Background: an optimization exercise with open tools, aiming at a short achievable clock period and few clock cycles per item. Do not read the settings as production practice. No functional check of the RTL was part of any run shown here. Power and IR drop assume default switching activity.

File: constraint.sdc
create_clock -name core_clock -period 3.3 [get_ports {M_AXI_ACLK}]
set_input_delay 0.6600 -clock core_clock [delete_from_list [all_inputs] [get_ports {M_AXI_ACLK}]]
set_output_delay 0.6600 -clock core_clock [all_outputs]
set_load 0.01 [all_outputs]
File: design.v
`timescale 1ns / 1ns
module uiFDMA_bgen (
    input  wire        clk,
    input  wire        rstn,
    input  wire        start,
    input  wire [31:0] start_addr,
    input  wire [15:0] start_size,
    input  wire        ready,
    output reg         valid,
    output reg  [31:0] addr,
    output reg  [7:0]  len
);
    reg  [31:0] a_q;        
    reg  [21:0] a_inc;      
    reg  [9:0]  nfull;      
    reg  [9:0]  nf_m1;      
    reg         nf_nz;      
    reg         part;       
    reg         full_q;     
    reg  [5:0]  lm1;        
    reg  [1:0]  seq;        
    wire [5:0]  s_lm1  = start_size[5:0] - 6'd1;
    wire        s_full = |start_size[15:6];
    wire        seq1   = (seq == 2'd1);
    wire        seq3   = (seq == 2'd3);
    always @(posedge clk) begin
        a_inc <= a_q[31:10] + 22'd1;
        nf_m1 <= nfull - 10'd1;
        nf_nz <= |nfull;
        if (!rstn) begin
            a_q    <= 32'd0;
            nfull  <= 10'd0;
            part   <= 1'b0;
            full_q <= 1'b0;
            lm1    <= 6'd0;
            seq    <= 2'd0;
        end else if (start) begin
            a_q    <= start_addr;
            nfull  <= start_size[15:6];
            part   <= |start_size[5:0];
            full_q <= s_full;
            lm1    <= s_lm1;
            seq    <= 2'd0;
        end else if (valid & ready) begin
            seq    <= 2'd1;
        end else if (seq != 2'd0) begin
            seq    <= seq + 2'd1;
            if (seq1) begin
                a_q[31:10] <= a_inc;
                if (nf_nz) nfull <= nf_m1;
                else part <= 1'b0;
            end
            if (seq3) full_q <= nf_nz;
        end
        valid <= rstn & (start | (valid & ~ready) | (seq3 & (nf_nz | part)));
        addr  <= start ? start_addr : {(seq1 ? a_inc : a_q[31:10]), a_q[9:0]};
        len   <= {2'b00, start ? (s_lm1 | {6{s_full}}) : (lm1 | {6{seq3 ? nf_nz : full_q}})};
    end
endmodule
module uiFDMA_dcnt (
    input  wire        clk,
    input  wire        rstn,
    input  wire        load,
    input  wire [15:0] val,
    input  wire        dec,
    output wire        one,      
    output wire        nz        
);
    reg  [5:0] lo;
    reg  [9:0] hi;
    reg  [9:0] hi_m1;
    wire       hi_z = (hi == 10'd0);
    assign one = hi_z & (lo == 6'd1);
    assign nz  = ~hi_z | (lo != 6'd0);
    always @(posedge clk) begin
        if (!rstn) begin
            lo <= 6'd0;
            hi <= 10'd0;
        end else if (load) begin
            lo <= val[5:0];
            hi <= val[15:6];
        end else if (dec) begin
            lo <= lo - 6'd1;
            if (lo == 6'd0) hi <= hi_m1;
        end
        hi_m1 <= (load ? val[15:6] : hi) - 10'd1;
    end
endmodule
module uiFDMA#
(
parameter  integer         M_AXI_ID_WIDTH			= 3		    ,
parameter  integer         M_AXI_ID			        = 0		    ,
parameter  integer         M_AXI_ADDR_WIDTH			= 32		,
parameter  integer         M_AXI_DATA_WIDTH			= 128		,
parameter  integer		  M_AXI_MAX_BURST_LEN       = 64
)
(
input   wire [M_AXI_ADDR_WIDTH-1 : 0]      fdma_waddr          ,
input                                      fdma_wareq          ,
input   wire [15 : 0]                      fdma_wsize          ,
output                                     fdma_wbusy          ,
input   wire [M_AXI_DATA_WIDTH-1 :0]       fdma_wdata		   ,
output  wire                               fdma_wvalid         ,
input	wire                               fdma_wready		   ,
input   wire [M_AXI_ADDR_WIDTH-1 : 0]      fdma_raddr          ,
input                                      fdma_rareq          ,
input   wire [15 : 0]                      fdma_rsize          ,
output                                     fdma_rbusy          ,
output  wire [M_AXI_DATA_WIDTH-1 :0]       fdma_rdata		   ,
output  wire                               fdma_rvalid         ,
input	wire                               fdma_rready		   ,
input 	wire  								M_AXI_ACLK			,
input 	wire  								M_AXI_ARESETN		,
output 	wire [M_AXI_ID_WIDTH-1 : 0]		    M_AXI_AWID			,
output 	wire [M_AXI_ADDR_WIDTH-1 : 0] 	    M_AXI_AWADDR		,
output 	wire [7 : 0]						M_AXI_AWLEN			,
output 	wire [2 : 0] 						M_AXI_AWSIZE		,
output 	wire [1 : 0] 						M_AXI_AWBURST		,
output 	wire  								M_AXI_AWLOCK		,
output 	wire [3 : 0] 						M_AXI_AWCACHE		,
output 	wire [2 : 0] 						M_AXI_AWPROT		,
output 	wire [3 : 0] 						M_AXI_AWQOS			,
output 	wire  								M_AXI_AWVALID		,
input	wire  								M_AXI_AWREADY		,
output  wire [M_AXI_ID_WIDTH-1 : 0] 		M_AXI_WID			,
output  wire [M_AXI_DATA_WIDTH-1 : 0] 	    M_AXI_WDATA			,
output  wire [M_AXI_DATA_WIDTH/8-1 : 0] 	M_AXI_WSTRB			,
output  wire  								M_AXI_WLAST			,
output  wire  								M_AXI_WVALID		,
input   wire  								M_AXI_WREADY		,
input   wire [M_AXI_ID_WIDTH-1 : 0] 		M_AXI_BID			,
input   wire [1 : 0] 						M_AXI_BRESP			,
input   wire  								M_AXI_BVALID		,
output  wire  								M_AXI_BREADY		,
output  wire [M_AXI_ID_WIDTH-1 : 0] 		M_AXI_ARID			,
output  wire [M_AXI_ADDR_WIDTH-1 : 0] 	    M_AXI_ARADDR		,
output  wire [7 : 0] 						M_AXI_ARLEN			,
output  wire [2 : 0] 						M_AXI_ARSIZE		,
output  wire [1 : 0] 						M_AXI_ARBURST		,
output  wire  								M_AXI_ARLOCK		,
output  wire [3 : 0] 						M_AXI_ARCACHE		,
output  wire [2 : 0] 						M_AXI_ARPROT		,
output  wire [3 : 0] 						M_AXI_ARQOS			,
output  wire  								M_AXI_ARVALID		,
input   wire  								M_AXI_ARREADY		,
input   wire [M_AXI_ID_WIDTH-1 : 0] 		M_AXI_RID			,
input   wire [M_AXI_DATA_WIDTH-1 : 0] 	    M_AXI_RDATA			,
input   wire [1 : 0] 						M_AXI_RRESP			,
input   wire  								M_AXI_RLAST			,
input   wire  								M_AXI_RVALID		,
output  wire  								M_AXI_RREADY
	);
wire clk  = M_AXI_ACLK;
wire rstn = M_AXI_ARESETN;
assign M_AXI_AWID    = M_AXI_ID;
assign M_AXI_AWSIZE  = 3'd4;
assign M_AXI_AWBURST = 2'b01;
assign M_AXI_AWLOCK  = 1'b0;
assign M_AXI_AWCACHE = 4'b0010;
assign M_AXI_AWPROT  = 3'h0;
assign M_AXI_AWQOS   = 4'h0;
assign M_AXI_WID     = M_AXI_ID;
assign M_AXI_WSTRB   = {(M_AXI_DATA_WIDTH/8){1'b1}};
assign M_AXI_BREADY  = 1'b1;
assign M_AXI_ARID    = M_AXI_ID;
assign M_AXI_ARSIZE  = 3'd4;
assign M_AXI_ARBURST = 2'b01;
assign M_AXI_ARLOCK  = 1'b0;
assign M_AXI_ARCACHE = 4'b0010;
assign M_AXI_ARPROT  = 3'h0;
assign M_AXI_ARQOS   = 4'h0;
reg  wbusy;
wire wstart = fdma_wareq & ~wbusy;
assign fdma_wbusy = wbusy;
uiFDMA_bgen aw_gen (
    .clk(clk), .rstn(rstn), .start(wstart), .start_addr(fdma_waddr),
    .start_size(fdma_wsize), .ready(M_AXI_AWREADY),
    .valid(M_AXI_AWVALID), .addr(M_AXI_AWADDR), .len(M_AXI_AWLEN));
reg         w_more;              
reg  [5:0]  u_idx;
wire        u_one, u_nz;
assign fdma_wvalid = fdma_wready & w_more & (~wh_v | M_AXI_WREADY);
wire tk   = fdma_wready & w_more & (~wh_v | M_AXI_WREADY);
wire u_lb = u_one | (u_idx == 6'd63);
uiFDMA_dcnt u_cnt (
    .clk(clk), .rstn(rstn), .load(wstart), .val(fdma_wsize), .dec(tk),
    .one(u_one), .nz(u_nz));
reg          wh_v;                
reg  [129:0] wh_d;                
wire         w_hs = wh_v & M_AXI_WREADY;
assign M_AXI_WVALID = wh_v;
assign M_AXI_WLAST  = wh_d[128];
assign M_AXI_WDATA  = wh_d[127:0];
always @(posedge clk) begin
    wbusy   <= rstn & (wstart | (wbusy & ~(w_hs & wh_d[129])));
    w_more  <= rstn & (wstart | (tk ? ~u_one : u_nz));
    wh_v    <= rstn & (tk | (wh_v & ~M_AXI_WREADY));
    if (tk) wh_d <= {u_one, u_lb, fdma_wdata};
    if (wstart) u_idx <= 6'd0;
    else if (tk) u_idx <= u_idx + 6'd1;
end
reg  rbusy;
wire rstart = fdma_rareq & ~rbusy;
assign fdma_rbusy = rbusy;
uiFDMA_bgen ar_gen (
    .clk(clk), .rstn(rstn), .start(rstart), .start_addr(fdma_raddr),
    .start_size(fdma_rsize), .ready(M_AXI_ARREADY),
    .valid(M_AXI_ARVALID), .addr(M_AXI_ARADDR), .len(M_AXI_ARLEN));
reg          rh_v;                
reg  [127:0] rh_d;
wire         rready = ~rh_v | fdma_rready;
wire         r_hs = M_AXI_RVALID & rready;
wire         dlv = fdma_rready & rh_v;
wire         d_one, d_nz;
assign M_AXI_RREADY = rready;
assign fdma_rvalid  = fdma_rready & rh_v;
assign fdma_rdata   = rh_d;
uiFDMA_dcnt d_cnt (
    .clk(clk), .rstn(rstn), .load(rstart), .val(fdma_rsize), .dec(dlv),
    .one(d_one), .nz(d_nz));
always @(posedge clk) begin
    rbusy <= rstn & (rstart | (rbusy & ~(dlv & d_one)));
    rh_v  <= rstn & (r_hs | (rh_v & ~fdma_rready));
    if (r_hs) rh_d <= M_AXI_RDATA;
end
endmodule
File: config.mk
export PLATFORM = sky130hd
export DESIGN_NAME = uiFDMA
export DESIGN_NICKNAME = uiFDMA
export VERILOG_FILES = /design/flow/design.v
export SDC_FILE = /design/flow/constraint.sdc
export NUM_CORES = 4
export LEC_CHECK = 0
export ABC_CLOCK_PERIOD_IN_PS = 1700
export CAP_MARGIN = 20
export CORE_AREA = 10 10 270 270
export DIE_AREA = 0 0 280 280
export SETUP_SLACK_MARGIN = 1.6
export SLEW_MARGIN = 20
File: run.sh
#!/bin/bash
# synth_recipe.tcl (not shown) runs the flow's synth.tcl, then flattens the netlist and writes it again
# the make line also repeats each setting of config.mk as NAME=value (left out here)
make -C /OpenROAD-flow-scripts/flow DESIGN_CONFIG=/design/flow/config.mk WORK_HOME=/design/flow/orfs CLKGATE_MAP_FILE= SYNTH_SCRIPT=/design/flow/synth_recipe.tcl finish
==> flow_metrics.env, run 1 <==
export IMPL_final_nets=2865
export IMPL_fin_skew_ns=0.0187
export IMPL_slew_headroom=0.553
export IMPL_grt_max_degree=111
export IMPL_syn2layout_area_growth_pct=42.9
export IMPL_grt_pass1_vias=15671
export IMPL_hold_viol_final=0
export IMPL_path_max_fanout=2
export IMPL_track_usage=0.198
export IMPL_crit_path_top_delay_cell="dlygate4sd2_1"
export IMPL_drc=0
export IMPL_cts_tree="yes"
export IMPL_grt_pass1_wl_um=113000
export IMPL_drv_slew=0
export IMPL_coreArea_um2=67000
export IMPL_r2r_setup_slack_ns=1.55
export IMPL_postSynthCellCount=1821
export IMPL_critPathLaunchType="input pin"
export IMPL_crit_type="input pin to output port"
export IMPL_cap_viol_max_count=0
export IMPL_yosysUniqueCellTypes=57
export IMPL_r2r_end="d_cnt.hi_m1[4]$_DFF_P_"
export IMPL_end_kind="output port"
export IMPL_io_buffers=702
export IMPL_worstPathRequired_ns=2.64
export IMPL_cp_data_arrival_time_ns=1.30
export IMPL_num_rows=95
export IMPL_setup_viol=0
export IMPL_synth_ff_type="dfxtp_1"
export IMPL_yosysTopAreaCell="edfxtp_1"
export IMPL_leakagePower_nw=12.1
export IMPL_syn_area_per_cell_um2=11.8
export IMPL_dp_hpwl_um=65100
export IMPL_drt_pass1_iterations=5
export IMPL_max_slew_worst_pin_slew_ns=0.670
export IMPL_synth_ff_latch_count=569
export IMPL_synth_edf_count=258
export IMPL_path_buf_inv=2
export IMPL_netlist_area_um2=21400
export IMPL_power_mw=17.8
export IMPL_r2r_start="rbusy$_DFF_P_"
export IMPL_clock_root_buffer="clkbuf_16"
export IMPL_die_h_um=280
export IMPL_seq_area_frac_synth=0.653
export IMPL_gr_total_overflow=0
export IMPL_routed_via_density=4.61
export IMPL_wl_per_cell_um=24.2
export IMPL_max_clock_freq_ghz=0.510
export IMPL_wl_um=82600
export IMPL_yosysMostFrequentCell="dfxtp_1"
export IMPL_cts_buffer_depth=3
export IMPL_holdWs_ns=0.441
export IMPL_vias=15736
export IMPL_initialDrtViolationCount=1103
export IMPL_numCtsBuffers=66
export IMPL_power_per_cell_area_nw_per_um2=583
export IMPL_start_util=0.319
export IMPL_h_tree_depth=3
export IMPL_fin_crit_sh=0.594
export IMPL_slowest_delay_ns=0.25
export IMPL_insertion_delay_ns=0.60
export IMPL_finalCriticalPeriod_ns=1.96
export IMPL_drtAntennaViolNets=0
export IMPL_ff2ff_path_depth=9
export IMPL_setup_ws_ns=1.34
export IMPL_dpl_instance_area_um2=28400
export IMPL_drive_gt1_frac=0.267
export IMPL_worstPathCellList="dlygate4sd2_1, nand2b_4, nor2b_4, buf_6"
export IMPL_crit_start="M_AXI_WREADY"
export IMPL_worstSetupEndpoint="fdma_wvalid"
export IMPL_post_route_cell_area_um2=30600
export IMPL_async_flop_share=0
export IMPL_dpl_worst_slack_ns=0.416
export IMPL_synthTopCellsByArea="edfxtp_1, dfxtp_1, buf_4, nand2_1, a21oi_1"
export IMPL_hp_class="flip-flop to flip-flop"
export IMPL_ir_drop_v=0.000420
export IMPL_cts_num_sinks=569
export IMPL_crit_family="buffers and inverters"
export IMPL_fill_cells=6178
export IMPL_cts_hold_buffers_added=0
export IMPL_outcome="timing/DRC/antenna clean"
export IMPL_ys_top_cells_by_count="dfxtp_1, nand2_1, edfxtp_1"
export IMPL_yosysTopAreaCellShare=0.362
export IMPL_grt_antenna_before_repair=70
export IMPL_pin_count=779
export IMPL_dieWidth_um=280
export IMPL_ys_warn_count=3
export IMPL_rsz0062_at_grt="yes"
export IMPL_final_setup_tns_ns=0
export IMPL_die_area_um2=78400
export IMPL_cts_clk_slew_worst_paths_ns=0.05
export IMPL_gp_congestion=0.925
export IMPL_crit_cells=4
## per-layer routing
| layer | global-route usage | part of all wire | routed length, um |
|---|---|---|---|
| met1 | 0.216 | 0.36 | 29900 |
| met4 | 0.0779 | 0.032 | 2600 |
| met5 | 0 | 0.0029 | 239 |
| met3 | 0.0964 | 0.12 | 9680 |
| met2 | 0.326 | 0.49 | 40100 |
## cells by family after synthesis
| logic type | count (synthesis) | synth area share |
|---|---|---|
| multiplexers | 65 | 0.0309 |
| other | 2 | 0.000351 |
| adder cells (fa/ha/maj) | 24 | 0.0140 |
| XOR/XNOR | 98 | 0.0401 |
| flip-flops | 569 | 0.653 |
| AO/OA/AOI/OAI | 262 | 0.0678 |
| AND/OR/NAND/NOR | 512 | 0.107 |
| buffers and inverters | 289 | 0.0868 |
## how the worst min path moves through the flow
stage	start	to	cells after the start
floorplan	ar_gen.a_q[10]$_SDFFE_PN0P_	ar_gen.a_inc[0]$_DFF_P_	1
global placement	aw_gen.a_q[10]$_SDFFE_PN0P_	aw_gen.a_inc[0]$_DFF_P_	1
detailed placement	aw_gen.nfull[0]$_SDFFE_PN0P_	aw_gen.nf_m1[0]$_DFF_P_	1
CTS	aw_gen.nfull[0]$_SDFFE_PN0P_	aw_gen.nf_m1[0]$_DFF_P_	1
global route	fdma_wsize[9]	aw_gen.nfull[3]$_SDFFE_PN0P_	3
finish	aw_gen.nfull[0]$_SDFFE_PN0P_	aw_gen.nf_m1[0]$_DFF_P_	1
## flip-flops by register name, summed over array words and instances (netlist names), 22 cells and up
register,flops
aw_gen.a_q,32
rh_d,128
wh_d,130
aw_gen.a_inc,22
ar_gen.a_q,32
ar_gen.a_inc,22
aw_gen.addr,32
ar_gen.addr,32
## report_power, final
part	switching (mW)	total [mW]	internal, mW	leakage (nW)
combinational	1.18	2.35	1.17	5.96
sequential	0.297	8.27	7.98	5.04
clock	2.92	7.20	4.28	1.05
## area by class of cell
| cell class | instances | area, um^2 | share of cell area |
|---|---|---|---|
| multi-input cells | 1029 | 6250 | 0.204 |
| diodes | 20 | 50.0 | 0.00164 |
| repair buffers | 775 | 6880 | 0.225 |
| flip-flops and latches | 569 | 14100 | 0.460 |
| clock buffers | 96 | 1910 | 0.0624 |
| clock inverters | 22 | 223 | 0.00728 |
| inverters | 26 | 100 | 0.00327 |
| well taps | 873 | 1090 | 0.0357 |
## what timing repair did
| action | 4_1_cts | 5_1_grt |
|---|---|---|
| setup endpoints to repair | 709 | 554 |
| gates cloned | 3 | 4 |
| resized for setup | 1607 | 157 |
| buffers inserted | 15 | 25 |
| pin swaps | 9 | 11 |
## through the flow
step                      instances   util
final                          3410  0.456
after global routing           3403  0.456
after CTS                      3361  0.443
after detailed placement       3225  0.424
after global placement         3225  0.424
after floorplan                1883      -
## placed cells by master, fill, tap and decap left out, types with 7 or more instances in the layout
cell type,count
a211oi_1,25
a21oi_1,119
a21oi_2,8
a31oi_1,14
and2_1,13
and2_4,7
buf_12,10
buf_2,216
buf_4,51
buf_6,130
clkbuf_1,16
clkbuf_16,70
clkbuf_8,12
clkdlybuf4s50_1,349
clkinv_2,9
conb_1,64
dfxtp_1,240
dfxtp_2,64
dfxtp_4,7
diode_2,20
edfxtp_1,258
ha_1,20
inv_1,24
mux2i_1,59
nand2_1,280
nand3_1,24
nand4_1,15
nor2_1,84
nor3_1,9
o21ai_0,44
o21ai_1,30
xnor2_1,51
xor2_1,45
==> run 2, diff against run 1 <==
--- a/config.mk
+++ b/config.mk
@@ -7,7 +7,7 @@
 export LEC_CHECK = 0
 export ABC_CLOCK_PERIOD_IN_PS = 1700
 export CAP_MARGIN = 20
-export CORE_AREA = 10 10 270 270
-export DIE_AREA = 0 0 280 280
+export CORE_AREA = 10 10 230 230
+export DIE_AREA = 0 0 240 240
 export SETUP_SLACK_MARGIN = 1.6
 export SLEW_MARGIN = 20
==> run 2 against run 1 <==
  * Still clean
  * Via count is 0.27% higher
  * Clock skew is 0.0088 ns lower
  * Core utilization is 18 points higher
  * Critical path type is now flip-flop to output port
  * Critical endpoint is now M_AXI_WDATA[60]
  * Highest routed layer unchanged
==> flow_metrics.env, run 2 <==
export IMPL_crit_type="flip-flop to output port"
export IMPL_dpl_instance_area_um2=28000
export IMPL_synthTopCellsByArea="edfxtp_1, dfxtp_1, buf_4, nand2_1, a21oi_1"
export IMPL_top_regs="wh_d (130), rh_d (128)"
export IMPL_cts_buffer_depth=3
export IMPL_path_buf_inv=1
export IMPL_r2r_start="wbusy$_DFF_P_"
export IMPL_clkPwrFrac=0.387
export IMPL_sw_frac_of_total=0.247
export IMPL_gr_total_overflow=0
export IMPL_drt_pass1_iterations=5
export IMPL_slew_headroom=0.508
export IMPL_rsz0062_at_grt="yes"
export IMPL_ff2ff_path_depth=9
export IMPL_insertion_delay_ns=0.61
export IMPL_crit_family="flip-flops"
export IMPL_coreArea_um2=47800
export IMPL_fin_crit_sh=0.599
export IMPL_yosysTopAreaCell="edfxtp_1"
export IMPL_numCtsBuffers=58
export IMPL_ys_top_cells_by_count="dfxtp_1, nand2_1, edfxtp_1"
export IMPL_crit_start="wh_d[60]$_DFFE_PP_"
export IMPL_setup_viol=0
export IMPL_slowest_delay_ns=0.52
export IMPL_fin_skew_ns=0.00990
export IMPL_yosysTopAreaCellShare=0.362
export IMPL_vias=15779
export IMPL_die_area_um2=57600
export IMPL_r2r_end="u_cnt.hi_m1[9]$_DFF_P_"
export IMPL_dpl_worst_slack_ns=0.435
export IMPL_grt_pass1_vias=15520
export IMPL_syn2layout_area_growth_pct=41.9
export IMPL_max_slew_worst_pin_slew_ns=0.737
export IMPL_io_buffers=702
export IMPL_power_per_cell_area_nw_per_um2=575
export IMPL_syn_area_per_cell_um2=11.8
export IMPL_synth_ff_latch_count=569
export IMPL_cap_viol_max_count=0
export IMPL_clock_root_buffer="clkbuf_16"
export IMPL_seq_area_frac_synth=0.653
export IMPL_power_mw=17.5
export IMPL_hold_path_end="ar_gen.a_inc[0]$_DFF_P_"
export IMPL_hp_start="ar_gen.a_q[10]$_SDFFE_PN0P_"
export IMPL_drive_gt1_frac=0.271
export IMPL_num_rows=80
export IMPL_hold_depth=1
export IMPL_pin_count=779
export IMPL_h_tree_depth=2
export IMPL_path_max_fanout=1
export IMPL_initialDrtViolationCount=1254
export IMPL_wl_per_cell_um=27.1
export IMPL_outcome="timing/DRC/antenna clean"
export IMPL_track_usage=0.281
export IMPL_final_setup_tns_ns=0
export IMPL_instances_no_fill=3144
export IMPL_netlist_area_um2=21400
export IMPL_cts_num_sinks=569
export IMPL_final_common_cell="clkdlybuf4s50_1"
export IMPL_drtAntennaViolNets=0
export IMPL_p_comb_frac=0.139
export IMPL_ys_warn_count=3
export IMPL_drv_slew=0
export IMPL_gp_congestion=0.914
export IMPL_postSynthCellCount=1821
export IMPL_post_route_cell_area_um2=30400
export IMPL_grt_pass1_wl_um=116000
export IMPL_cp_data_arrival_time_ns=1.32
export IMPL_worstPathRequired_ns=2.64
export IMPL_cts_clk_slew_worst_paths_ns=0.06
export IMPL_critPathLaunchType="flip-flop"
export IMPL_synth_edf_count=258
export IMPL_end_kind="output port"
export IMPL_start_util=0.447
export IMPL_yosysMostFrequentCell="dfxtp_1"
export IMPL_dieWidth_um=240
export IMPL_dp_hpwl_um=67500
export IMPL_drc=0
export IMPL_setup_ws_ns=1.32
export IMPL_hold_viol_final=0
export IMPL_internal_power_mw=13.2
export IMPL_worstPathCellList="buf_6"
export IMPL_grt_antenna_before_repair=43
export IMPL_finalCriticalPeriod_ns=1.98
export IMPL_power_frac_seq=0.474
export IMPL_wl_um=85300
export IMPL_final_nets=2866
export IMPL_final_cell_mix="clkdlybuf4s50_1, nand2_1, edfxtp_1"
export IMPL_r2r_setup_slack_ns=1.55
export IMPL_die_h_um=240
export IMPL_p_switching_mw=4.33
export IMPL_leakagePower_nw=12.1
export IMPL_max_clock_freq_ghz=0.506
export IMPL_largest_reg_flops=130
export IMPL_dp_cells=2966
export IMPL_cts_tree="yes"
export IMPL_async_flop_share=0
export IMPL_hp_class="flip-flop to flip-flop"
export IMPL_regMostFlops="wh_d"
export IMPL_yosysUniqueCellTypes=57
export IMPL_synth_ff_type="dfxtp_1"
export IMPL_crit_path_top_delay_cell="edfxtp_1"
export IMPL_grt_max_degree=73
export IMPL_routed_via_density=5.02
export IMPL_ir_drop_v=0.000435
## run 2: cell count changes in the layout (fill, tap and decap cells not counted), moves of 5 or more
cell             change
clkbuf_16            -6
buf_2               -28
dlymetal6s2s_1       +5
clkdlybuf4s50_1      -6
dlygate4sd2_1        +5
buf_4                +7
inv_6                -5
diode_2              -7
buf_6               +26
## run 2: worst max-delay path by stage
stage	slack, ns	cells after the start	to
detailed placement	0.44	6	ar_gen.a_q[10]$_SDFFE_PN0P_
global placement	0.48	6	ar_gen.a_q[25]$_SDFFE_PN0P_
floorplan	1.05	11	d_cnt.hi_m1[4]$_DFF_P_
finish	1.32	1	M_AXI_WDATA[60]
global route	1.29	3	fdma_wvalid
CTS	1.30	1	M_AXI_WDATA[58]
## run 2: cell families (layout without fill, tap and decap cells)
group | after synthesis | in the layout | synth area share
compound gates | 262 | 262 | 0.0678
xor+xnor | 98 | 98 | 0.0401
fa+ha+maj | 24 | 24 | 0.0140
buf+inv | 289 | 916 | 0.0868
flops | 569 | 569 | 0.653
mux | 65 | 65 | 0.0309
other cells | 2 | 77 | 0.000351
simple gates | 512 | 518 | 0.107
## run 2: area by class of cell
cell class | instances | area (um^2)
Tap cell | 615 | 769
Fill cell | 3877 | 17500
Multi-Input combinational cell | 1031 | 6280
Inverter | 26 | 103
Clock inverter | 23 | 225
Clock buffer | 85 | 1750
Timing Repair Buffer | 782 | 7150
Sequential cell | 569 | 14100
Antenna cell | 13 | 32.5
## run 2: through the flow
step	hold slack [ns]	utilization
floorplan	0.401	-
global placement	0.424	0.586
detailed placement	0.430	0.586
CTS	0.445	0.616
global route	0.447	0.634
finish	0.426	0.635
## run 2: power by group through the flow
stage | Sequential, mW | Clock [mW] | Combinational, mW
detailed placement | 8.38 | 0 | 2.34
floorplan | 8.40 | 0 | 1.05
finish | 8.28 | 6.77 | 2.44
global route | 8.33 | 7.15 | 2.62
global placement | 8.36 | 0 | 2.32
CTS | 8.26 | 6.88 | 2.30
## run 2: per-layer routing
metal / routed length, um / track usage / vias up
met5: 278 / 0 / -
met4: 1200 / 0.0533 / 40
met3: 10600 / 0.129 / 116
met2: 39100 / 0.438 / 606
met1: 34000 / 0.355 / 7678
li1: - / - / 7339
## run 2: what timing repair did
item	CTS	global route
pin swaps	12	20
hold buffers	0	0
cloned	4	6
endpoints found under the setup margin	638	493
buffers inserted	15	32
gates resized for setup	1696	149
==> run 3, diff against run 2 <==
--- a/design.v
+++ b/design.v
@@ -186,16 +186,20 @@
     .clk(clk), .rstn(rstn), .load(wstart), .val(fdma_wsize), .dec(tk),
     .one(u_one), .nz(u_nz));
 reg          wh_v;                
-reg  [129:0] wh_d;                
+reg  [129:0] wh_i;                
+reg  [128:0] wh_d;                
 wire         w_hs = wh_v & M_AXI_WREADY;
+wire [129:0] w_new = {u_one, u_lb, fdma_wdata};
 assign M_AXI_WVALID = wh_v;
 assign M_AXI_WLAST  = wh_d[128];
 assign M_AXI_WDATA  = wh_d[127:0];
 always @(posedge clk) begin
-    wbusy   <= rstn & (wstart | (wbusy & ~(w_hs & wh_d[129])));
+    wbusy   <= rstn & (wstart | (wbusy & ~(w_hs & wh_i[129])));
     w_more  <= rstn & (wstart | (tk ? ~u_one : u_nz));
     wh_v    <= rstn & (tk | (wh_v & ~M_AXI_WREADY));
-    if (tk) wh_d <= {u_one, u_lb, fdma_wdata};
+    if (!rstn) wh_i <= 130'd0;
+    else if (tk) wh_i <= w_new;
+    wh_d <= tk ? w_new[128:0] : wh_i[128:0];
     if (wstart) u_idx <= 6'd0;
     else if (tk) u_idx <= u_idx + 6'd1;
 end
@@ -207,7 +211,8 @@
     .start_size(fdma_rsize), .ready(M_AXI_ARREADY),
     .valid(M_AXI_ARVALID), .addr(M_AXI_ARADDR), .len(M_AXI_ARLEN));
 reg          rh_v;                
-reg  [127:0] rh_d;
+reg  [127:0] rh_i;
+reg  [127:0] rh_d;                
 wire         rready = ~rh_v | fdma_rready;
 wire         r_hs = M_AXI_RVALID & rready;
 wire         dlv = fdma_rready & rh_v;
@@ -221,6 +226,8 @@
 always @(posedge clk) begin
     rbusy <= rstn & (rstart | (rbusy & ~(dlv & d_one)));
     rh_v  <= rstn & (r_hs | (rh_v & ~fdma_rready));
-    if (r_hs) rh_d <= M_AXI_RDATA;
+    if (!rstn) rh_i <= 128'd0;
+    else if (r_hs) rh_i <= M_AXI_RDATA;
+    rh_d <= r_hs ? M_AXI_RDATA : rh_i;
 end
 endmodule
--- a/config.mk
+++ b/config.mk
@@ -7,7 +7,7 @@
 export LEC_CHECK = 0
 export ABC_CLOCK_PERIOD_IN_PS = 1700
 export CAP_MARGIN = 20
-export CORE_AREA = 10 10 230 230
-export DIE_AREA = 0 0 240 240
+export CORE_AREA = 10 10 270 270
+export DIE_AREA = 0 0 280 280
 export SETUP_SLACK_MARGIN = 1.6
 export SLEW_MARGIN = 20
==> run 3 against run 2 <==
  * Still clean on timing, DRC and antenna
  * Synthesized cell count increased by 53%
  * Register-to-register slack lost 0.17 ns
  * Combinational power is 43% higher
  * Routed wire length rose by 10%
  * Largest power group unchanged
  * Highest routed layer unchanged
==> flow_metrics.env, run 3 <==
export IMPL_outcome="timing/DRC/antenna clean"
export IMPL_gr_total_overflow=0
export IMPL_end_kind="output port"
export IMPL_initialDrtViolationCount=1067
export IMPL_finalCriticalPeriod_ns=1.97
export IMPL_start_util=0.412
export IMPL_crit_start="M_AXI_WREADY"
export IMPL_drive_gt1_frac=0.298
export IMPL_fin_crit_sh=0.598
export IMPL_synth_ff_latch_count=826
export IMPL_numCtsBuffers=86
export IMPL_ys_warn_count=3
export IMPL_cts_tree="yes"
export IMPL_dieWidth_um=280
export IMPL_cts_buffer_depth=3
export IMPL_drv_slew=0
export IMPL_syn_area_per_cell_um2=9.91
export IMPL_setup_viol=0
export IMPL_netlist_area_um2=27600
export IMPL_max_clock_freq_ghz=0.507
export IMPL_ir_drop_v=0.000387
export IMPL_rsz0062_at_grt="yes"
export IMPL_coreArea_um2=67000
export IMPL_grt_max_degree=140
export IMPL_cp_data_arrival_time_ns=1.31
export IMPL_track_usage=0.220
export IMPL_hp_start="fdma_rsize[1]"
export IMPL_wl_per_cell_um=20.9
export IMPL_clock_root_buffer="clkbuf_16"
export IMPL_path_buf_inv=3
export IMPL_die_h_um=280
export IMPL_drt_pass1_iterations=5
export IMPL_max_slew_worst_pin_slew_ns=0.746
export IMPL_synth_edf_count=0
export IMPL_hold_viol_final=0
export IMPL_cap_viol_max_count=0
export IMPL_seq_area_frac_synth=0.599
export IMPL_leakagePower_nw=17.4
export IMPL_worstPathCellList="dlygate4sd2_1, nand2b_4, nand3_4, inv_6, buf_6"
export IMPL_cts_hold_buffers_added=0
export IMPL_worstPathRequired_ns=2.64
export IMPL_yosysMostFrequentCell="dfxtp_1"
export IMPL_yosysUniqueCellTypes=51
export IMPL_r2r_start="wbusy$_DFF_P_"
export IMPL_final_cell_mix="nand2_1, dfxtp_1, clkdlybuf4s50_1"
export IMPL_fin_skew_ns=0.0243
export IMPL_cts_num_sinks=826
export IMPL_largest_reg_flops=130
export IMPL_routed_via_density=4.85
export IMPL_dp_hpwl_um=65700
export IMPL_syn2layout_area_growth_pct=45.9
export IMPL_crit_family="buffers and inverters"
export IMPL_grt_pass1_wl_um=133000
export IMPL_insertion_delay_ns=0.62
export IMPL_top_regs="wh_i (130), wh_d (129)"
export IMPL_drc=0
export IMPL_io_buffers=702
export IMPL_power_per_cell_area_nw_per_um2=615
export IMPL_final_setup_tns_ns=0
export IMPL_fill_cells=5655
export IMPL_grt_antenna_before_repair=35
export IMPL_vias=21793
export IMPL_ys_top_cells_by_count="dfxtp_1, nand2_1, a21oi_1"
export IMPL_synth_ff_type="dfxtp_1"
export IMPL_path_max_fanout=2
export IMPL_yosysTopAreaCell="dfxtp_1"
export IMPL_drtAntennaViolNets=0
export IMPL_final_nets=3918
export IMPL_crit_path_top_delay_cell="dlygate4sd2_1"
export IMPL_async_flop_share=0
export IMPL_regMostFlops="wh_i"
export IMPL_pin_count=779
export IMPL_yosysTopAreaCellShare=0.599
export IMPL_slew_headroom=0.502
export IMPL_h_tree_depth=3
export IMPL_postSynthCellCount=2786
export IMPL_num_rows=95
export IMPL_gp_congestion=0.828
export IMPL_critPathLaunchType="input pin"
export IMPL_crit_type="input pin to output port"
export IMPL_synthTopCellsByArea="dfxtp_1, nand2_1, mux2_2, a21oi_1, and2_1"
export IMPL_die_area_um2=78400
export IMPL_final_common_cell="nand2_1"
export IMPL_grt_pass1_vias=21340
export IMPL_wl_um=94000
export IMPL_final_util=0.601
export IMPL_slowest_delay_ns=0.25
export IMPL_hp_class="input pin to flip-flop"
export IMPL_cts_clk_slew_worst_paths_ns=0.06
## run 3: worst register-to-register path: stages (launching register included)
cell	delay (ns)
dfxtp_4	0.40
buf_6	0.11
and3b_2	0.22
a21oi_2	0.14
ha_2	0.20
o211ai_1	0.25
nor3_1	0.26
xnor2_1	0.14
mux2i_1	0.08
## run 3: cell families (layout without fill, tap and decap cells)
| family | after synthesis | count (layout) | share of synthesized area |
|---|---|---|---|
| AND/OR/NAND/NOR | 1019 | 1024 | 0.164 |
| XOR/XNOR | 98 | 98 | 0.0311 |
| AO/OA/AOI/OAI | 386 | 386 | 0.0760 |
| flip-flops | 826 | 826 | 0.599 |
| other | 2 | 89 | 0.000272 |
| buffers and inverters | 235 | 973 | 0.0422 |
| multiplexers | 195 | 195 | 0.0765 |
| adder cells (fa/ha/maj) | 25 | 25 | 0.0113 |
## run 3: final cells by class
cell class / instances / area (um^2) / area share
sequential: 826 / 16900 / 0.420
clock buffer: 123 / 2570 / 0.0637
antenna: 25 / 62.6 / 0.00155
inverter: 28 / 118 / 0.00292
multi-input combinational: 1792 / 11100 / 0.275
tap: 873 / 1090 / 0.0271
timing repair buffer: 785 / 8040 / 0.200
clock inverter: 37 / 403 / 0.0100
## run 3: stage by stage
step                      area, um^2  setup WS (ns)  total power [mW]  hold WS, ns  instances
after CTS                      39200           1.26              24.8        0.439       4430
after detailed placement       35800          0.370              14.6        0.428       4246
after global placement         35800          0.383              14.6        0.421       4246
after global routing           40300           1.28              25.8        0.374       4483
after floorplan                28700           1.05              13.0        0.401       2848
final                          40300           1.33              24.8        0.382       4489
## run 3: timing repair
action,4_1_cts,5_1_grt
gates cloned,4,11
gates resized for setup,2047,208
setup endpoints to repair,789,485
pin swaps,16,19
setup buffers,20,23
## run 3: final timing paths
kind | slack [ns] | cells past startpoint | to
worst min-delay path | 0.38 | 3 | d_cnt.lo[1]$_SDFFE_PN0P_
worst max register to register | 1.38 | 8 | u_cnt.hi_m1[6]$_DFF_P_
worst max-delay path | 1.33 | 5 | fdma_wvalid
worst min register to register | 0.44 | 2 | wh_d[101]$_DFF_P_
## run 3: per-layer routing
layer	vias to the layer above	wire length [um]	track usage	part of all wire
met5	-	116	0	0.0012
met4	20	3210	0.0915	0.034
met3	174	7250	0.0728	0.077
met2	662	46800	0.379	0.50
met1	10394	36700	0.246	0.39
li1	10543	-	-	-
## run 3: report_power, final
part | total [mW] | leakage, nW | switching, mW | internal [mW]
clock network | 9.99 | 1.47 | 4.01 | 5.98
registers | 11.3 | 6.90 | 0.401 | 10.9
logic | 3.50 | 9.07 | 1.66 | 1.84
==> run 4, diff against run 3 <==
--- a/design.v
+++ b/design.v
@@ -19,6 +19,7 @@
     reg         full_q;     
     reg  [5:0]  lm1;        
     reg  [1:0]  seq;        
+    reg         idle;       
     wire [5:0]  s_lm1  = start_size[5:0] - 6'd1;
     wire        s_full = |start_size[15:6];
     wire        seq1   = (seq == 2'd1);
@@ -41,7 +42,7 @@
             full_q <= s_full;
             lm1    <= s_lm1;
             seq    <= 2'd0;
-        end else if (valid & ready) begin
+        end else if (~idle & ready) begin
             seq    <= 2'd1;
         end else if (seq != 2'd0) begin
             seq    <= seq + 2'd1;
@@ -52,7 +53,8 @@
             end
             if (seq3) full_q <= nf_nz;
         end
-        valid <= rstn & (start | (valid & ~ready) | (seq3 & (nf_nz | part)));
+        valid <= rstn & (start | (~idle & ~ready) | (seq3 & (nf_nz | part)));
+        idle  <= ~(rstn & (start | (~idle & ~ready) | (seq3 & (nf_nz | part))));
         addr  <= start ? start_addr : {(seq1 ? a_inc : a_q[31:10]), a_q[9:0]};
         len   <= {2'b00, start ? (s_lm1 | {6{s_full}}) : (lm1 | {6{seq3 ? nf_nz : full_q}})};
     end
@@ -83,7 +85,7 @@
             lo <= lo - 6'd1;
             if (lo == 6'd0) hi <= hi_m1;
         end
-        hi_m1 <= (load ? val[15:6] : hi) - 10'd1;
+        hi_m1 <= load ? val[15:6] - 10'd1 : hi - 10'd1;
     end
 endmodule
 module uiFDMA#
@@ -169,42 +171,49 @@
 assign M_AXI_ARCACHE = 4'b0010;
 assign M_AXI_ARPROT  = 3'h0;
 assign M_AXI_ARQOS   = 4'h0;
-reg  wbusy;
-wire wstart = fdma_wareq & ~wbusy;
+reg  wbusy;                       
+reg  widle;                       
+wire wstart = fdma_wareq & widle;
 assign fdma_wbusy = wbusy;
 uiFDMA_bgen aw_gen (
     .clk(clk), .rstn(rstn), .start(wstart), .start_addr(fdma_waddr),
     .start_size(fdma_wsize), .ready(M_AXI_AWREADY),
     .valid(M_AXI_AWVALID), .addr(M_AXI_AWADDR), .len(M_AXI_AWLEN));
 reg         w_more;              
+reg         w_take0;             
 reg  [5:0]  u_idx;
 wire        u_one, u_nz;
-assign fdma_wvalid = fdma_wready & w_more & (~wh_v | M_AXI_WREADY);
-wire tk   = fdma_wready & w_more & (~wh_v | M_AXI_WREADY);
+assign fdma_wvalid = (fdma_wready & w_take0) | (fdma_wready & M_AXI_WREADY & w_more);
+wire tk   = (fdma_wready & w_take0) | (fdma_wready & M_AXI_WREADY & w_more);
 wire u_lb = u_one | (u_idx == 6'd63);
 uiFDMA_dcnt u_cnt (
     .clk(clk), .rstn(rstn), .load(wstart), .val(fdma_wsize), .dec(tk),
     .one(u_one), .nz(u_nz));
 reg          wh_v;                
+reg          wh_e;                
 reg  [129:0] wh_i;                
 reg  [128:0] wh_d;                
-wire         w_hs = wh_v & M_AXI_WREADY;
+wire         w_hs = ~wh_e & M_AXI_WREADY;
 wire [129:0] w_new = {u_one, u_lb, fdma_wdata};
 assign M_AXI_WVALID = wh_v;
 assign M_AXI_WLAST  = wh_d[128];
 assign M_AXI_WDATA  = wh_d[127:0];
 always @(posedge clk) begin
-    wbusy   <= rstn & (wstart | (wbusy & ~(w_hs & wh_i[129])));
+    wbusy   <= rstn & (wstart | (~widle & ~(w_hs & wh_i[129])));
+    widle   <= ~(rstn & (wstart | (~widle & ~(w_hs & wh_i[129]))));
     w_more  <= rstn & (wstart | (tk ? ~u_one : u_nz));
-    wh_v    <= rstn & (tk | (wh_v & ~M_AXI_WREADY));
+    w_take0 <= rstn & (wstart | (tk ? ~u_one : u_nz)) & ~(tk | (~wh_e & ~M_AXI_WREADY));
+    wh_v    <= rstn & (tk | (~wh_e & ~M_AXI_WREADY));
+    wh_e    <= ~(rstn & (tk | (~wh_e & ~M_AXI_WREADY)));
     if (!rstn) wh_i <= 130'd0;
     else if (tk) wh_i <= w_new;
     wh_d <= tk ? w_new[128:0] : wh_i[128:0];
     if (wstart) u_idx <= 6'd0;
     else if (tk) u_idx <= u_idx + 6'd1;
 end
-reg  rbusy;
-wire rstart = fdma_rareq & ~rbusy;
+reg  rbusy;                       
+reg  ridle;                       
+wire rstart = fdma_rareq & ridle;
 assign fdma_rbusy = rbusy;
 uiFDMA_bgen ar_gen (
     .clk(clk), .rstn(rstn), .start(rstart), .start_addr(fdma_raddr),
@@ -224,7 +233,8 @@
     .clk(clk), .rstn(rstn), .load(rstart), .val(fdma_rsize), .dec(dlv),
     .one(d_one), .nz(d_nz));
 always @(posedge clk) begin
-    rbusy <= rstn & (rstart | (rbusy & ~(dlv & d_one)));
+    rbusy <= rstn & (rstart | (~ridle & ~(dlv & d_one)));
+    ridle <= ~(rstn & (rstart | (~ridle & ~(dlv & d_one))));
     rh_v  <= rstn & (r_hs | (rh_v & ~fdma_rready));
     if (!rstn) rh_i <= 128'd0;
     else if (r_hs) rh_i <= M_AXI_RDATA;
==> run 4 against run 3 <==
  * Die area stayed put
  * Combinational power is 5.7% higher
  * Clock skew is 0.0083 ns lower
  * Critical path depth stayed put
  * Sequential share of layout area is 0.37 points higher
  * Hold slack better by 0.051 ns
  * Setup slack worse by 0.016 ns
  * Sequential cell count is 6 higher
  * Global-route usage is 0.84 points higher
  * First-iteration DRC count is 3.8% lower
  * Non-clock buffer count is 12 lower
==> flow_metrics.env, run 4 <==
export IMPL_initialDrtViolationCount=1026
export IMPL_critPathLaunchType="input pin"
export IMPL_netlist_area_um2=27900
export IMPL_synthSimpleGateAreaFrac=0.161
export IMPL_power_per_cell_area_nw_per_um2=620
export IMPL_wl_per_cell_um=21.3
export IMPL_numCtsBuffers=87
export IMPL_seq_area_frac_synth=0.596
export IMPL_top_regs="wh_i (130), wh_d (129)"
export IMPL_worstPathRequired_ns=2.64
export IMPL_hp_class="flip-flop to flip-flop"
export IMPL_final_common_cell="nand2_1"
export IMPL_drtAntennaViolNets=0
export IMPL_cts_clk_slew_worst_paths_ns=0.06
export IMPL_syn_area_per_cell_um2=9.97
export IMPL_end_kind="output port"
export IMPL_outcome="timing/DRC/antenna clean"
export IMPL_cap_viol_max_count=0
export IMPL_largest_reg_flops=130
export IMPL_holdWs_ns=0.433
export IMPL_drc=0
export IMPL_grt_antenna_before_repair=20
export IMPL_cts_hold_buffers_added=0
export IMPL_yosysUniqueCellTypes=64
export IMPL_grt_max_degree=156
export IMPL_dp_cells=4263
export IMPL_final_nets=3924
export IMPL_cts_buffer_depth=3
export IMPL_leakagePower_nw=17.4
export IMPL_crit_start="M_AXI_WREADY"
export IMPL_yosysTopAreaCellShare=0.596
export IMPL_cp_data_arrival_time_ns=1.33
export IMPL_synth_edf_count=0
export IMPL_syn2layout_area_growth_pct=44.0
export IMPL_path_max_fanout=3
export IMPL_coreArea_um2=67000
export IMPL_max_slew_worst_pin_slew_ns=0.967
export IMPL_fin_crit_sh=0.603
export IMPL_yosysTopAreaCell="dfxtp_1"
export IMPL_insertion_delay_ns=0.62
export IMPL_final_util=0.600
export IMPL_synth_mux_area_frac=0.0746
export IMPL_crit_type="input pin to output port"
export IMPL_hp_start="wh_i[94]$_SDFFE_PN0N_"
export IMPL_die_h_um=280
export IMPL_finalCriticalPeriod_ns=1.99
export IMPL_ir_drop_v=0.000424
export IMPL_vias=21654
export IMPL_synthTopCellsByArea="dfxtp_1, nand2_1, mux2_2, a21oi_1, and2_1"
export IMPL_gr_total_overflow=0
export IMPL_start_util=0.417
export IMPL_synth_ff_latch_count=832
export IMPL_synth_top_family_by_area="simple AND/OR/NAND/NOR gates"
export IMPL_r2r_setup_slack_ns=1.54
export IMPL_grt_pass1_vias=21350
export IMPL_postSynthCellCount=2801
export IMPL_slew_headroom=0.355
export IMPL_routed_via_density=4.84
export IMPL_dp_hpwl_um=68600
export IMPL_final_cell_mix="nand2_1, dfxtp_1, clkdlybuf4s50_1"
export IMPL_gp_congestion=0.842
export IMPL_wl_um=95400
export IMPL_io_buffers=702
export IMPL_setup_viol=0
export IMPL_r2r_start="w_more$_DFF_P_"
export IMPL_cts_tree="yes"
export IMPL_cts_num_sinks=832
export IMPL_die_area_um2=78400
export IMPL_drive_gt1_frac=0.294
export IMPL_yosysMostFrequentCell="dfxtp_1"
export IMPL_pin_count=779
export IMPL_fin_skew_ns=0.0160
export IMPL_track_usage=0.228
export IMPL_synth_xor_area_frac=0.0304
export IMPL_ys_warn_count=3
export IMPL_drt_pass1_iterations=5
export IMPL_clock_root_buffer="clkbuf_16"
export IMPL_regMostFlops="wh_i"
export IMPL_power_mw=24.9
export IMPL_final_setup_tns_ns=0
export IMPL_synthAdderAreaFrac=0.0112
export IMPL_num_rows=95
export IMPL_grt_pass1_wl_um=138000
export IMPL_ys_top_cells_by_count="dfxtp_1, nand2_1, a21oi_1"
export IMPL_drv_slew=0
export IMPL_async_flop_share=0
export IMPL_instances_no_fill=4474
export IMPL_rsz0062_at_grt="yes"
export IMPL_synth_ff_type="dfxtp_1"
export IMPL_synth_compound_area_share=0.0804
export IMPL_hold_viol_final=0
export IMPL_h_tree_depth=3
export IMPL_max_clock_freq_ghz=0.503
export IMPL_dieWidth_um=280
run 4: cell count changes in the layout (fill, tap and decap cells not counted), sizes merged, moves of 9 or more:
| cell | delta |
|---|---|
| nand2 | -34 |
| and3 | +21 |
| diode | -17 |
| nor2 | +17 |
| a21oi | +16 |
| a31oi | -15 |
| inv | +9 |
| o21ai | +9 |
run 4: kinds of logic (layout without fill, tap and decap cells):
logic type,count (synthesis),in the layout
mux,192,192
simple gates,1002,1008
fa+ha+maj,25,25
buf+inv,243,965
flops,832,832
compound gates,408,410
xor+xnor,97,97
other cells,2,72
run 4: worst paths after layout:
| kind | to | depth (start not counted) |
|---|---|---|
| setup / recovery | fdma_wvalid | 5 |
| hold / removal | wh_d[94]$_DFF_P_ | 2 |
| setup reg to reg | u_cnt.lo[4]$_SDFFE_PN0P_ | 7 |
| hold reg to reg | wh_d[94]$_DFF_P_ | 2 |
run 4: repair_timing:
item                                     CTS  global route
pin swaps                                 11            29
gates resized for setup                 2082           183
endpoints found under the setup margin  1009           514
hold endpoints to repair                   0             0
setup buffers                             11            24
cloned                                     5             6
run 4: routing by layer:
| layer | vias up | global-route usage | share of wire |
|---|---|---|---|
| met3 | 158 | 0.0723 | 0.074 |
| met1 | 10296 | 0.256 | 0.39 |
| met2 | 618 | 0.407 | 0.51 |
| met5 | - | 0 | 0.00086 |
| li1 | 10568 | - | - |
| met4 | 14 | 0.0705 | 0.027 |
run 4: cell type report:
cell class / count / area (um^2)
inverter: 35 / 149
clock inverter: 29 / 344
timing repair buffer: 773 / 7930
tap: 873 / 1090
clock buffer: 128 / 2560
multi-input combinational: 1796 / 11100
fill: 5644 / 26800
sequential: 832 / 17000
antenna: 8 / 20.0
run 4: critical path, stage by stage:
cell             delay [ns]
clkdlybuf4s15_1        0.21
a21o_1                 0.22
nand2_4                0.07
inv_4                  0.04
buf_6                  0.11
run 4: per-stage QoR:
step,area [um^2],setup WS (ns)
floorplan,28900,1.06
global placement,36000,0.453
detailed placement,36000,0.421
finish,40200,1.31
CTS,39300,1.26
global route,40200,1.26
run 4: report_power, final:
group	internal (mW)	total, mW	switching, mW	leakage [nW]
Sequential	11.0	11.4	0.421	6.96
Clock	5.79	9.81	4.02	1.44
Combinational	1.91	3.70	1.79	9.03
==> run 5, diff against run 4 <==
==> flow/run.sh (new file) <==
#!/bin/bash
# The standard ORFS layout (the standard.sh), with the port buffers that
# buffer_ports inserts made plain buf_4 cells instead of the library's
# smallest buffer (a delay cell), so that the paths through them start fast.
set -euo pipefail
bash standard.sh "BUFFER_PORTS_ARGS=-buffer_cell sky130_fd_sc_hd__buf_4" finish > standard_flow.log 2>&1
==> standard.sh (new file) <==
#!/bin/bash
# synth_recipe.tcl (not shown) runs the flow's synth.tcl, then flattens the netlist and writes it again
# the make line also repeats each setting of config.mk as NAME=value (left out here)
make -C /OpenROAD-flow-scripts/flow DESIGN_CONFIG=/design/flow/config.mk WORK_HOME=/design/flow/orfs CLKGATE_MAP_FILE= SYNTH_SCRIPT=/design/flow/synth_recipe.tcl "${@:-finish}"
removed: run.sh
==> run 5 against run 4 <==
  * Still clean on timing, DRC and antenna
  * Routed wire length is 0.11% higher
  * Combinational power grew 2%
  * Global-route usage shrank 0.20 points
  * Sequential cell count is the same
  * Core utilization down 0.11 points
  * Critical path type is now flip-flop to output port
==> flow_metrics.env, run 5 <==
export IMPL_setup_viol=0
export IMPL_wl_um=95500
export IMPL_critPathLaunchType="flip-flop"
export IMPL_start_util=0.417
export IMPL_synth_ff_type="dfxtp_1"
export IMPL_final_common_cell="nand2_1"
export IMPL_slew_headroom=0.575
export IMPL_largest_reg_flops=130
export IMPL_yosysMostFrequentCell="dfxtp_1"
export IMPL_routed_via_density=4.92
export IMPL_numCtsBuffers=88
export IMPL_wl_per_cell_um=21.2
export IMPL_worstPathRequired_ns=2.64
export IMPL_die_h_um=280
export IMPL_fin_crit_sh=0.616
export IMPL_final_nets=3946
export IMPL_regMostFlops="wh_i"
export IMPL_fin_skew_ns=0.0235
export IMPL_grt_pass1_wl_um=137000
export IMPL_cap_viol_max_count=0
export IMPL_hold_viol_final=0
export IMPL_cp_data_arrival_time_ns=1.37
export IMPL_coreArea_um2=67000
export IMPL_top_regs="wh_i (130), wh_d (129)"
export IMPL_drv_slew=0
export IMPL_synth_ff_latch_count=832
export IMPL_cts_num_sinks=832
export IMPL_insertion_delay_ns=0.63
export IMPL_grt_antenna_before_repair=21
export IMPL_pin_count=779
export IMPL_hp_class="input pin to flip-flop"
export IMPL_drtAntennaViolNets=0
export IMPL_track_usage=0.226
export IMPL_gp_congestion=0.856
export IMPL_p_switching_mw=6.36
export IMPL_power_per_cell_area_nw_per_um2=630
export IMPL_p_comb_frac=0.149
export IMPL_slowest_delay_ns=0.31
export IMPL_netlist_area_um2=27900
export IMPL_post_route_cell_area_um2=40100
export IMPL_cts_tree="yes"
export IMPL_final_cell_mix="nand2_1, dfxtp_1, buf_4"
export IMPL_sw_frac_of_total=0.251
export IMPL_die_area_um2=78400
export IMPL_leakagePower_nw=18.0
export IMPL_internal_power_mw=18.9
export IMPL_crit_type="flip-flop to output port"
export IMPL_clkPwrFrac=0.398
export IMPL_postSynthCellCount=2801
export IMPL_instances_no_fill=4507
export IMPL_path_max_fanout=2
export IMPL_outcome="timing/DRC/antenna clean"
export IMPL_drt_pass1_iterations=5
export IMPL_ir_drop_v=0.000516
export IMPL_num_rows=95
export IMPL_syn_area_per_cell_um2=9.97
export IMPL_ys_warn_count=3
export IMPL_dp_cells=4257
export IMPL_ys_top_cells_by_count="dfxtp_1, nand2_1, a21oi_1"
export IMPL_dpl_instance_area_um2=34200
export IMPL_cts_clk_slew_worst_paths_ns=0.06
export IMPL_h_tree_depth=3
export IMPL_drive_gt1_frac=0.410
export IMPL_yosysTopAreaCell="dfxtp_1"
export IMPL_worstPathCellList="a21o_1, nand2_4, inv_16, buf_6"
export IMPL_async_flop_share=0
export IMPL_cts_hold_buffers_added=0
export IMPL_max_clock_freq_ghz=0.492
export IMPL_dieWidth_um=280
export IMPL_yosysUniqueCellTypes=64
export IMPL_dp_hpwl_um=66500
export IMPL_seq_area_frac_synth=0.596
export IMPL_power_frac_seq=0.453
export IMPL_gr_total_overflow=0
export IMPL_final_setup_tns_ns=0
export IMPL_finalCriticalPeriod_ns=2.03
export IMPL_synth_edf_count=0
export IMPL_cts_buffer_depth=3
export IMPL_clock_root_buffer="clkbuf_16"
export IMPL_crit_path_top_delay_cell="dfxtp_2"
export IMPL_synthTopCellsByArea="dfxtp_1, nand2_1, mux2_2, a21oi_1, and2_1"
export IMPL_grt_pass1_vias=22002
export IMPL_yosysTopAreaCellShare=0.596
export IMPL_max_slew_worst_pin_slew_ns=0.637
export IMPL_rsz0062_at_grt="yes"
export IMPL_vias=22155
export IMPL_drc=0
export IMPL_end_kind="output port"
export IMPL_syn2layout_area_growth_pct=43.7
export IMPL_initialDrtViolationCount=1081
export IMPL_path_buf_inv=2
export IMPL_crit_family="flip-flops"
export IMPL_grt_max_degree=129
export IMPL_io_buffers=702
## run 5: what timing repair did
action	in CTS	in global routing
pin swaps	17	31
buffers inserted	27	23
hold endpoints to repair	0	0
gates cloned	14	9
gates resized for setup	682	101
endpoints found under the setup margin	702	481
## run 5: final cells by class
| type | count | area, um^2 |
|---|---|---|
| well taps | 873 | 1090 |
| clock buffers | 128 | 2530 |
| inverters | 35 | 163 |
| clock inverters | 31 | 417 |
| flip-flops and latches | 832 | 17100 |
| repair inverters | 2 | 25.0 |
| multi-input cells | 1798 | 11100 |
| diodes | 18 | 45.0 |
| repair buffers | 790 | 7660 |
| fillers | 5684 | 26900 |
## run 5: cells by family (layout without fill, tap and decap cells)
group,Yosys count,count (layout),synth area share
flops,832,832,0.596
fa+ha+maj,25,25,0.0112
compound gates,408,411,0.0804
mux,192,192,0.0746
simple gates,1002,1009,0.161
buf+inv,243,986,0.0464
xor+xnor,97,97,0.0304
other cells,2,82,0.000269
## run 5: path summary, 6_finish.rpt
kind                         from                endpoint  slack, ns  cells past startpoint
max reg2reg         widle$_DFF_P_  u_cnt.hi_m1[6]$_DFF_P_       1.52                      8
min reg2reg  wh_i[4]$_SDFFE_PN0N_         wh_d[4]$_DFF_P_       0.42                      2
min                fdma_wdata[35]        wh_d[35]$_DFF_P_       0.24                      3
max                w_more$_DFF_P_             fdma_wvalid       1.27                      4
## run 5: worst reg2reg max path: stages (launching register included)
cell,delay (ns)
dfxtp_4,0.39
and3_4,0.19
a21oi_4,0.15
ha_4,0.16
inv_2,0.03
a211o_4,0.32
nor3_4,0.20
xnor2_1,0.13
mux2i_1,0.09
## run 5: through the flow
stage / util / power [mW] / hold slack [ns] / worst slack [ns]
after floorplan: - / 13.2 / 0.405 / 1.06
after global placement: 0.511 / 14.7 / 0.422 / 0.910
after detailed placement: 0.511 / 14.7 / 0.426 / 0.876
after CTS: 0.589 / 25.4 / 0.190 / 1.21
after global routing: 0.599 / 26.2 / 0.213 / 1.22
final: 0.599 / 25.3 / 0.235 / 1.27
## run 5: power groups by stage
stage	Sequential [mW]	Combinational, mW	Clock (mW)
6_report	11.5	3.77	10.1
5_1_grt	11.5	4.05	10.7
4_1_cts	11.4	3.65	10.3
3_5_place_dp	11.5	3.23	0
3_3_place_gp	11.5	3.18	0
2_1_floorplan	11.6	1.60	0
## run 5: per-layer routing
metal | vias to the layer above | part of all wire | track usage
li1 | 10620 | - | -
met1 | 10643 | 0.39 | 0.252
met2 | 712 | 0.49 | 0.393
met3 | 172 | 0.077 | 0.0706
met4 | 8 | 0.036 | 0.0963
met5 | - | 0.00052 | 0
==> run 6, diff against run 5 <==
--- a/design.v
+++ b/design.v
@@ -191,23 +191,32 @@
     .one(u_one), .nz(u_nz));
 reg          wh_v;                
 reg          wh_e;                
+reg          ws_v;                
 reg  [129:0] wh_i;                
 reg  [128:0] wh_d;                
+reg  [129:0] ws_i;                
 wire         w_hs = ~wh_e & M_AXI_WREADY;
 wire [129:0] w_new = {u_one, u_lb, fdma_wdata};
+wire         wh_ld = wh_e | M_AXI_WREADY;           
+wire [129:0] wh_nx = ws_v ? ws_i : w_new;
 assign M_AXI_WVALID = wh_v;
 assign M_AXI_WLAST  = wh_d[128];
 assign M_AXI_WDATA  = wh_d[127:0];
+wire w_c1 = (ws_v & w_hs & ~tk) | (~wh_e & ~ws_v & (tk ~^ w_hs)) | (wh_e & tk);
+wire w_c2 = (ws_v & (tk | ~w_hs)) | (~wh_e & ~ws_v & tk & ~w_hs);
+wire w_more_nx = rstn & (wstart | (tk ? ~u_one : u_nz));
 always @(posedge clk) begin
     wbusy   <= rstn & (wstart | (~widle & ~(w_hs & wh_i[129])));
     widle   <= ~(rstn & (wstart | (~widle & ~(w_hs & wh_i[129]))));
-    w_more  <= rstn & (wstart | (tk ? ~u_one : u_nz));
-    w_take0 <= rstn & (wstart | (tk ? ~u_one : u_nz)) & ~(tk | (~wh_e & ~M_AXI_WREADY));
-    wh_v    <= rstn & (tk | (~wh_e & ~M_AXI_WREADY));
-    wh_e    <= ~(rstn & (tk | (~wh_e & ~M_AXI_WREADY)));
+    w_more  <= w_more_nx;
+    w_take0 <= w_more_nx & ~(rstn & w_c2);
+    wh_v    <= rstn & (w_c1 | w_c2);
+    wh_e    <= ~(rstn & (w_c1 | w_c2));
+    ws_v    <= rstn & w_c2;
     if (!rstn) wh_i <= 130'd0;
-    else if (tk) wh_i <= w_new;
-    wh_d <= tk ? w_new[128:0] : wh_i[128:0];
+    else if (wh_ld) wh_i <= wh_nx;
+    wh_d <= wh_ld ? wh_nx[128:0] : wh_i[128:0];
+    if (~ws_v | wh_ld) ws_i <= w_new;
     if (wstart) u_idx <= 6'd0;
     else if (tk) u_idx <= u_idx + 6'd1;
 end
@@ -220,11 +229,16 @@
     .start_size(fdma_rsize), .ready(M_AXI_ARREADY),
     .valid(M_AXI_ARVALID), .addr(M_AXI_ARADDR), .len(M_AXI_ARLEN));
 reg          rh_v;                
+reg          rs_v;                
+reg          r_nf;                
 reg  [127:0] rh_i;
 reg  [127:0] rh_d;                
-wire         rready = ~rh_v | fdma_rready;
+reg  [127:0] rs_i;                
+wire         rready = r_nf | fdma_rready;
 wire         r_hs = M_AXI_RVALID & rready;
 wire         dlv = fdma_rready & rh_v;
+wire         rh_ld = ~rh_v | fdma_rready;           
+wire [127:0] rh_nx = rs_v ? rs_i : M_AXI_RDATA;
 wire         d_one, d_nz;
 assign M_AXI_RREADY = rready;
 assign fdma_rvalid  = fdma_rready & rh_v;
@@ -232,12 +246,17 @@
 uiFDMA_dcnt d_cnt (
     .clk(clk), .rstn(rstn), .load(rstart), .val(fdma_rsize), .dec(dlv),
     .one(d_one), .nz(d_nz));
+wire r_c1 = (rs_v & dlv & ~r_hs) | (rh_v & ~rs_v & (r_hs ~^ dlv)) | (~rh_v & r_hs);
+wire r_c2 = (rs_v & (r_hs | ~dlv)) | (rh_v & ~rs_v & r_hs & ~dlv);
 always @(posedge clk) begin
     rbusy <= rstn & (rstart | (~ridle & ~(dlv & d_one)));
     ridle <= ~(rstn & (rstart | (~ridle & ~(dlv & d_one))));
-    rh_v  <= rstn & (r_hs | (rh_v & ~fdma_rready));
+    rh_v  <= rstn & (r_c1 | r_c2);
+    rs_v  <= rstn & r_c2;
+    r_nf  <= ~(rstn & r_c2);
     if (!rstn) rh_i <= 128'd0;
-    else if (r_hs) rh_i <= M_AXI_RDATA;
-    rh_d <= r_hs ? M_AXI_RDATA : rh_i;
+    else if (rh_ld) rh_i <= rh_nx;
+    rh_d <= rh_ld ? rh_nx : rh_i;
+    if (~rs_v | rh_ld) rs_i <= M_AXI_RDATA;
 end
 endmodule
==> run.sh (new file) <==
#!/bin/bash
# synth_recipe.tcl (not shown) runs the flow's synth.tcl, then flattens the netlist and writes it again
# the make line also repeats each setting of config.mk as NAME=value (left out here)
make -C /OpenROAD-flow-scripts/flow DESIGN_CONFIG=/design/flow/config.mk WORK_HOME=/design/flow/orfs CLKGATE_MAP_FILE= SYNTH_SCRIPT=/design/flow/synth_recipe.tcl finish
removed: flow/run.sh
removed: standard.sh
==> run 6 against run 5 <==
  * Setup slack better by 0.011 ns
  * Global-route usage up 5.1 points
  * Final area grew 28%
  * Count of clock-buffer cells in the layout grew 25
  * Die area did not move
  * Critical path type unchanged
  * Critical endpoint unchanged
==> flow_metrics.env, run 6 <==
export IMPL_cts_tree="yes"
export IMPL_seq_area_frac_synth=0.637
export IMPL_ff2ff_path_depth=7
export IMPL_cts_clk_slew_worst_paths_ns=0.06
export IMPL_dp_hpwl_um=75500
export IMPL_num_rows=95
export IMPL_grt_antenna_before_repair=35
export IMPL_cp_data_arrival_time_ns=1.36
export IMPL_p_switching_mw=7.75
export IMPL_drt_pass1_iterations=5
export IMPL_dpl_instance_area_um2=46000
export IMPL_crit_type="flip-flop to output port"
export IMPL_netlist_area_um2=38400
export IMPL_vias=27477
export IMPL_yosysMostFrequentCell="dfxtp_1"
export IMPL_syn2layout_area_growth_pct=33.9
export IMPL_synthTopCellsByArea="dfxtp_1, edfxtp_1, mux2i_1, nand2_1, and2_1"
export IMPL_power_frac_seq=0.485
export IMPL_cts_num_sinks=1093
export IMPL_grt_pass1_vias=27748
export IMPL_coreArea_um2=67000
export IMPL_syn_area_per_cell_um2=11.3
export IMPL_yosysTopAreaCell="dfxtp_1"
export IMPL_pin_count=779
export IMPL_dieWidth_um=280
export IMPL_hp_start="fdma_rsize[10]"
export IMPL_finalCriticalPeriod_ns=2.02
export IMPL_hold_path_end="d_cnt.hi[4]$_SDFFE_PN0P_"
export IMPL_fin_skew_ns=0.0123
export IMPL_die_h_um=280
export IMPL_slew_headroom=0.439
export IMPL_path_max_fanout=2
export IMPL_postSynthCellCount=3408
export IMPL_final_common_cell="nand2_1"
export IMPL_sw_frac_of_total=0.241
export IMPL_final_nets=4532
export IMPL_final_util=0.767
export IMPL_grt_pass1_wl_um=168000
export IMPL_ys_warn_count=3
export IMPL_fill_cells=4367
export IMPL_final_cell_mix="nand2_1, dfxtp_1, clkdlybuf4s50_1"
export IMPL_hold_viol_final=0
export IMPL_fin_crit_sh=0.612
export IMPL_setup_viol=0
export IMPL_ir_drop_v=0.000437
export IMPL_clock_root_buffer="clkbuf_16"
export IMPL_internal_power_mw=24.4
export IMPL_max_clock_freq_ghz=0.495
export IMPL_initialDrtViolationCount=2267
export IMPL_gp_congestion=0.857
export IMPL_rsz0062_at_grt="yes"
export IMPL_yosysUniqueCellTypes=65
export IMPL_io_buffers=702
export IMPL_synth_ff_latch_count=1093
export IMPL_post_route_cell_area_um2=51400
export IMPL_r2r_start="widle$_DFF_P_"
export IMPL_cts_buffer_depth=3
export IMPL_critPathLaunchType="flip-flop"
export IMPL_r2r_setup_slack_ns=1.55
export IMPL_die_area_um2=78400
export IMPL_async_flop_share=0
export IMPL_p_comb_frac=0.130
export IMPL_routed_via_density=5.37
export IMPL_wl_per_cell_um=22.8
export IMPL_final_setup_tns_ns=0
export IMPL_synth_edf_count=258
export IMPL_start_util=0.573
export IMPL_max_slew_worst_pin_slew_ns=0.842
export IMPL_drtAntennaViolNets=0
export IMPL_hold_depth=3
export IMPL_wl_um=116000
export IMPL_numCtsBuffers=106
export IMPL_drv_slew=0
export IMPL_ys_top_cells_by_count="dfxtp_1, nand2_1, o21ai_0"
export IMPL_track_usage=0.277
export IMPL_clkPwrFrac=0.384
export IMPL_crit_start="w_more$_DFF_P_"
export IMPL_power_per_cell_area_nw_per_um2=625
export IMPL_yosysTopAreaCellShare=0.435
export IMPL_h_tree_depth=3
export IMPL_drive_gt1_frac=0.240
export IMPL_cts_hold_buffers_added=0
export IMPL_grt_max_degree=121
export IMPL_outcome="timing/DRC/antenna clean"
export IMPL_top_regs="wh_i (130), ws_i (130), wh_d (129)"
export IMPL_leakagePower_nw=20.1
export IMPL_cap_viol_max_count=0
export IMPL_end_kind="output port"
export IMPL_drc=0
export IMPL_hp_class="input pin to flip-flop"
export IMPL_r2r_end="u_cnt.hi_m1[8]$_DFF_P_"
export IMPL_insertion_delay_ns=0.65
export IMPL_synth_ff_type="dfxtp_1"
export IMPL_gr_total_overflow=0
export IMPL_worstPathRequired_ns=2.64
[run 6: power groups by stage]
stage               Combinational, mW  Sequential, mW  Clock (mW)
floorplan                        1.68            15.8           0
global placement                 3.71            15.7           0
detailed placement               3.80            15.7           0
CTS                              3.96            15.5        12.5
global route                     4.50            15.7        13.0
finish                           4.18            15.6        12.3
[run 6: final cells by class]
cell class / count / area (um^2) / area share
clock inverters: 43 / 434 / 0.00845
diodes: 22 / 55.1 / 0.00107
well taps: 873 / 1090 / 0.0213
multi-input cells: 2090 / 13100 / 0.255
flip-flops and latches: 1093 / 24900 / 0.484
repair buffers: 804 / 8520 / 0.166
inverters: 37 / 144 / 0.00280
clock buffers: 153 / 3170 / 0.0616
[run 6: critical path, stage by stage, from the launching register on]
cell and delay (ns):
dfxtp_2 0.31, a21o_1 0.17, nand2_4 0.08, inv_4 0.04
buf_6 0.12
[run 6: per-stage QoR]
step	setup WS [ns]	hold slack, ns	cells	total power [mW]
finish	1.28	0.435	5115	32.1
floorplan	0.913	0.394	3470	17.4
CTS	1.24	0.419	5055	32.0
global placement	0.317	0.412	4828	19.4
detailed placement	0.252	0.419	4828	19.5
global route	1.23	0.445	5110	33.2
[run 6: cell families after synthesis]
| kind of cell | share of synthesized area |
|---|---|
| DFF | 0.637 |
| buffers and inverters | 0.0393 |
| AOI/OAI and AO/OA | 0.0766 |
| and+or+nand+nor | 0.133 |
| muxes | 0.0833 |
| other | 0.000196 |
| adders and majority gates | 0.00847 |
| xor gates and xnor gates | 0.0219 |
[run 6: what timing repair did]
action                     4_1_cts  5_1_grt
setup endpoints to repair     1106      604
pin swaps                       13       16
gates cloned                     8        9
setup buffers                   23       29
gates resized for setup       2035      191
[run 6: worst max path at each step]
stage                                             end  cells after the start  slack, ns
after CTS                                 fdma_wvalid                      4       1.24
after global placement         u_cnt.hi_m1[6]$_DFF_P_                      9       0.32
final                                     fdma_wvalid                      4       1.28
after global routing                      fdma_wvalid                      4       1.23
after floorplan                u_cnt.hi_m1[6]$_DFF_P_                     12       0.91
after detailed placement  aw_gen.a_q[28]$_SDFFE_PN0P_                      6       0.25
[run 6: layer usage]
metal | global-route usage | wire length [um] | vias up
met2 | 0.469 | 58700 | 909
met1 | 0.332 | 45400 | 13429
li1 | - | - | 12913
met3 | 0.0693 | 8260 | 202
met5 | 0 | 159 | -
met4 | 0.119 | 3830 | 24

Check on run 6: ideal ports give 1.279 ns setup slack; a clkbuf_16 on the clock port and buf_2 on the inputs give 1.187 ns; moving port delays by the midpoint clock arrival (0.715 ns) as well gives 0.795 ns.
